Background: an optimization exercise with open tools, aiming at small area. Do not read the settings as production practice.
Function was checked by simulation only, so behaviour that the tests miss may differ from the original.
The clock port is modelled as an ideal driver, which makes a skipped or thinned clock tree look cheaper than it is; a real chip needs a root buffer or a tree.
Power figures rest on the tool's default switching activity, not on a simulated workload.

Design SquareWave, start of the top module:
module SquareWave (
    input wire clk_100M,
    input wire rst,          
    input wire btn_a_i,      
    input wire btn_b_i,      
    output wire io_b3a
);
For scale: roughly 78 flip-flops, ~3500 um^2 of cells after synthesis.
Settings: LEC_CHECK=0, CAP_MARGIN=0, CORE_MARGIN=2, CORE_UTILIZATION=65, SLEW_MARGIN=0; clock period 12.0 ns.
standard.sh (not shown) runs the stock make flow with config.mk's settings and CLKGATE_MAP_FILE= SYNTH_SCRIPT=/design/flow/synth_recipe.tcl, a recipe that flattens the netlist after the stock synthesis.
==> flow/flow/run.sh <==
#!/bin/bash
# Standard layout, with the synthesis's ABC run given an area-oriented
# script (flow/area.abc) in place of ORFS's delay-oriented one, adders left
# to ABC rather than mapped to adder cells, and the clock tree built with
# the options in flow/cts_args.txt, and any make settings in
# flow/make_args.txt (one per line). Everything else, including the
# synthesis script itself, is the standard flow's.
set -euo pipefail
W=$(pwd)
cat > "$W/my_synth.tcl" <<EOT
proc abc {args} {
  set i [lsearch -exact \$args -script]
  if {\$i >= 0} { lset args [expr {\$i + 1}] $W/flow/area.abc }
  yosys abc {*}\$args
}
source $W/synth_recipe.tcl
EOT
sed "s#SYNTH_SCRIPT=[^ ]*#SYNTH_SCRIPT=$W/my_synth.tcl ADDER_MAP_FILE=#" standard.sh > my_standard.sh
grep -q "SYNTH_SCRIPT=$W/my_synth.tcl" my_standard.sh
CTS="$(tr '\n' ' ' < "$W/flow/cts_args.txt")"
if [[ $# -eq 0 ]]; then set -- finish; fi
EXTRA=()
if [[ -f "$W/flow/make_args.txt" ]]; then mapfile -t EXTRA < <(grep -v '^\s*$' "$W/flow/make_args.txt"); fi
bash my_standard.sh "CTS_ARGS=$CTS" "${EXTRA[@]}" "$@" > flow_make.log 2>&1
==> flow/flow/area.abc <==
strash
&get -n
&fraig -x
&put
dc2
strash
&get -n
&dch -f
&nf -R 1000
&put
==> flow/flow/cts_args.txt <==
-sink_clustering_enable -repair_clock_nets -dont_use_dummy_load -buf_list sky130_fd_sc_hd__clkbuf_8 -root_buf sky130_fd_sc_hd__clkbuf_4
==> flow/flow/make_args.txt <==
BUFFER_PORTS_ARGS=-buffer_cell sky130_fd_sc_hd__buf_1
Rerun with:
--- a/flow/flow/run.sh
+++ b/flow/flow/run.sh
@@ -3,6 +3,5 @@
 # script (flow/area.abc) in place of ORFS's delay-oriented one, adders left
 # to ABC rather than mapped to adder cells, and the clock tree built with
-# the options in flow/cts_args.txt, and any make settings in
-# flow/make_args.txt (one per line). Everything else, including the
+# the options in flow/cts_args.txt. Everything else, including the
 # synthesis script itself, is the standard flow's.
 set -euo pipefail
@@ -20,5 +19,3 @@
 CTS="$(tr '\n' ' ' < "$W/flow/cts_args.txt")"
 if [[ $# -eq 0 ]]; then set -- finish; fi
-EXTRA=()
-if [[ -f "$W/flow/make_args.txt" ]]; then mapfile -t EXTRA < <(grep -v '^\s*$' "$W/flow/make_args.txt"); fi
-bash my_standard.sh "CTS_ARGS=$CTS" "${EXTRA[@]}" "$@" > flow_make.log 2>&1
+bash my_standard.sh "CTS_ARGS=$CTS" "$@" > flow_make.log 2>&1
==> flow/flow/cts_args.txt (replaced) <==
-sink_clustering_enable -repair_clock_nets -dont_use_dummy_load -buf_list sky130_fd_sc_hd__clkbuf_8 -root_buf sky130_fd_sc_hd__clkbuf_8 -sink_clustering_size 30
CAP_MARGIN = 20   (was 0)
CORE_UTILIZATION = 40   (was 65)
SLEW_MARGIN = 20   (was 0)
removed: flow/flow/make_args.txt
=>
- The new run produced a clean layout
- die area went up by 59%
- routed wire length went up by 2.1%
- critical path depth stays the same
- non-clock buffer count went up by 1
- synthesized area stays the same
- worst setup slack loses 0.39 ns
- via count went down by 2.1%
- first-iteration DRC count went down by 10%
- clock power went up by 35%
Rerun with:
==> flow/flow/run.sh (replaced) <==
#!/bin/bash
# Standard layout, with the synthesis's ABC run given an area-oriented
# script (flow/area.abc) in place of ORFS's delay-oriented one. Everything
# else, including the synthesis script itself, is the standard flow's.
set -euo pipefail
W=$(pwd)
cat > "$W/my_synth.tcl" <<EOT
proc abc {args} {
  set i [lsearch -exact \$args -script]
  if {\$i >= 0} { lset args [expr {\$i + 1}] $W/flow/area.abc }
  yosys abc {*}\$args
}
source $W/synth_recipe.tcl
EOT
sed "s#SYNTH_SCRIPT=[^ ]*#SYNTH_SCRIPT=$W/my_synth.tcl#" standard.sh > my_standard.sh
grep -q "SYNTH_SCRIPT=$W/my_synth.tcl" my_standard.sh
bash my_standard.sh "$@" > flow_make.log 2>&1
removed: flow/flow/cts_args.txt
What happened: Combinational power went up by about 20%. Final area increases by 10%. Global-route usage rose by 0.30 points. Critical path depth went up by 2.
Rerun with:
==> flow/flow/run.sh (replaced) <==
#!/bin/bash
# Standard layout, with the synthesis's ABC run given an area-oriented
# script (flow/area.abc) in place of ORFS's delay-oriented one, adders left
# to ABC rather than mapped to adder cells, and the clock tree built with
# the options in flow/cts_args.txt. Everything else, including the
# synthesis script itself, is the standard flow's.
set -euo pipefail
W=$(pwd)
cat > "$W/my_synth.tcl" <<EOT
proc abc {args} {
  set i [lsearch -exact \$args -script]
  if {\$i >= 0} { lset args [expr {\$i + 1}] $W/flow/area.abc }
  yosys abc {*}\$args
}
source $W/synth_recipe.tcl
EOT
sed "s#SYNTH_SCRIPT=[^ ]*#SYNTH_SCRIPT=$W/my_synth.tcl ADDER_MAP_FILE=#" standard.sh > my_standard.sh
grep -q "SYNTH_SCRIPT=$W/my_synth.tcl" my_standard.sh
CTS="$(tr '\n' ' ' < "$W/flow/cts_args.txt")"
if [[ $# -eq 0 ]]; then set -- finish; fi
bash my_standard.sh "CTS_ARGS=$CTS" "$@" > flow_make.log 2>&1
==> flow/flow/cts_args.txt (new file) <==
-sink_clustering_enable -repair_clock_nets -dont_use_dummy_load -buf_list sky130_fd_sc_hd__clkbuf_16 -root_buf sky130_fd_sc_hd__clkbuf_16 -sink_clustering_size 100 -sink_clustering_max_diameter 500
The new run ran to the end with no violations.
Setup slack is worse by 0.010 ns.
Routed wire length came out lower by 8.4%.
Clock-buffer cell count does not change.
Via count came out lower by 4.5%.
Sequential power hardly moves.
Synthesized area came out lower by 8.3%.
Register-to-register slack is better by 0.32 ns.
Power came out higher by 7.0%.
Design area came out lower by 7.0%.
First-iteration DRC count came out higher by 28%.


## the baseline
Another version of the RTL of SquareWave (not shown whole).
Size in the first run: about 440 cells after synthesis, ~78 flip-flops.
## SquareWave
module SquareWave (
    input wire clk_100M,
    input wire rst,          
    input wire btn_a_i,      
    input wire btn_b_i,      
    output wire io_b3a
);
wire ce;
SlowClock clock_100K (.clk(clk_100M), .rst(rst), .tick(ce));
wire press_a;
wire press_b;
ButtonFilter buttonFilter_a (.clk(clk_100M), .rst(rst), .ce(ce), .btn_i(btn_a_i), .press(press_a));
ButtonFilter buttonFilter_b (.clk(clk_100M), .rst(rst), .ce(ce), .btn_i(btn_b_i), .press(press_b));
wire [3:0] rk;
wire [1:0] rt;
DivCtl divctl (.clk(clk_100M), .rst(rst), .ce(ce), .press_a(press_a), .press_b(press_b), .rk(rk), .rt(rt));
WaveGen wavegen (.clk(clk_100M), .rst(rst), .hold(press_a | press_b), .rk(rk), .rt(rt), .wave(io_b3a));
endmodule
clock: 12.0 ns
lec_check: 0
cap_margin: 0
core_margin: 2
core_utilization: 65
slew_margin: 0
==> flow/flow/run.sh <==
#!/bin/bash
# The standard layout (standard.sh) with three changes:
# - synthesis: the standard flow's own script, but Yosys's ABC run gets the
#   area-oriented script flow/area.abc instead of ORFS's delay-oriented
#   one, and adders are left to ABC instead of being mapped to adder cells;
# - clock tree: flow/cts_hook.tcl replaces TritonCTS with a small
#   hand-built tree (a root buffer driving a grid of leaf buffers);
# - the make settings in flow/make_args.txt (one per line).
# Every tool's output goes to flow_make.log and ORFS's logs under orfs/.
set -euo pipefail
W=$(pwd)
cat > "$W/my_synth.tcl" <<EOT
proc abc {args} {
  set i [lsearch -exact \$args -script]
  if {\$i >= 0} { lset args [expr {\$i + 1}] $W/flow/area.abc }
  yosys abc {*}\$args
}
source $W/synth_recipe.tcl
EOT
sed "s#SYNTH_SCRIPT=[^ ]*#SYNTH_SCRIPT=$W/my_synth.tcl ADDER_MAP_FILE=#" standard.sh > my_standard.sh
grep -q "SYNTH_SCRIPT=$W/my_synth.tcl" my_standard.sh
if [[ $# -eq 0 ]]; then set -- finish; fi
EXTRA=()
if [[ -f "$W/flow/make_args.txt" ]]; then mapfile -t EXTRA < <(grep -v '^\s*$' "$W/flow/make_args.txt"); fi
bash my_standard.sh "PRE_CTS_TCL=$W/flow/cts_hook.tcl" "${EXTRA[@]}" "$@" > flow_make.log 2>&1
==> flow/flow/make_args.txt <==
BUFFER_PORTS_ARGS=-buffer_cell sky130_fd_sc_hd__buf_1
HAND_CTS_NX=3
HAND_CTS_NY=3
HAND_CTS_CELL=sky130_fd_sc_hd__clkbuf_4
HAND_CTS_ROOT=sky130_fd_sc_hd__clkbuf_2
Other scripts of this flow, unchanged in this note and not shown: flow/flow/area.abc, flow/flow/cts_hook.tcl
Setup changes, the baseline to the candidate
==> flow/flow/make_args.txt <==
BUFFER_PORTS_ARGS=-buffer_cell sky130_fd_sc_hd__buf_1
HAND_CTS_NX=3
HAND_CTS_NY=2
HAND_CTS_CELL=sky130_fd_sc_hd__clkbuf_8
HAND_CTS_ROOT=sky130_fd_sc_hd__clkbuf_2
Notes after the runs:
- The candidate completed every stage of the flow, and the final layout passed the timing, design-rule and antenna checks.
- Sort the baseline and the candidate by global-route usage, ascending, and the candidate comes first.
- The candidate vs. the baseline: post-layout instance count excluding filler cells now smaller; number of global-route vias before repair ~0 delta.
In every run of this note, the design's own scripts or RTL, not TritonCTS, make the clock network.

==> re-timing with driven ports <==
The results above use ideal ports. As a check the final layouts listed here were re-extracted and re-timed, cells and wires unchanged. Step 1 sets driving cells, clkbuf_16 on the clock port and buf_2 on the other inputs (assumed; they add their load-dependent delay and slew). Step 2 also shifts input and output timing later by t, the mid clock arrival at the registers, as if the neighbouring blocks saw the same clock. Slacks: no drivers / after step 1 / after step 2; pairs: no drivers / after step 1.
run	t (ns)	slack for setup (ns)	worst register clock-pin slew, ns
the first run of note 1	0.431	8.265 / 8.270 / 7.839	0.12 / 0.12
the second run of note 1	0.364	7.875 / 7.885 / 7.520	0.08 / 0.08
the third run of note 1	0.378	7.867 / 7.878 / 7.500	0.08 / 0.08
the fourth run of note 1	0.355	7.857 / 7.871 / 7.515	0.06 / 0.06
the baseline	0.536	8.226 / 8.226 / 7.899	0.11 / 0.11
the candidate	0.516	8.198 / 8.198 / 7.872	0.08 / 0.08
After both steps setup and hold are still met in every run listed. The setup slack of the first run of note 1, which loses most, moves by +0.005 ns with the drivers and by -0.426 ns with both steps.
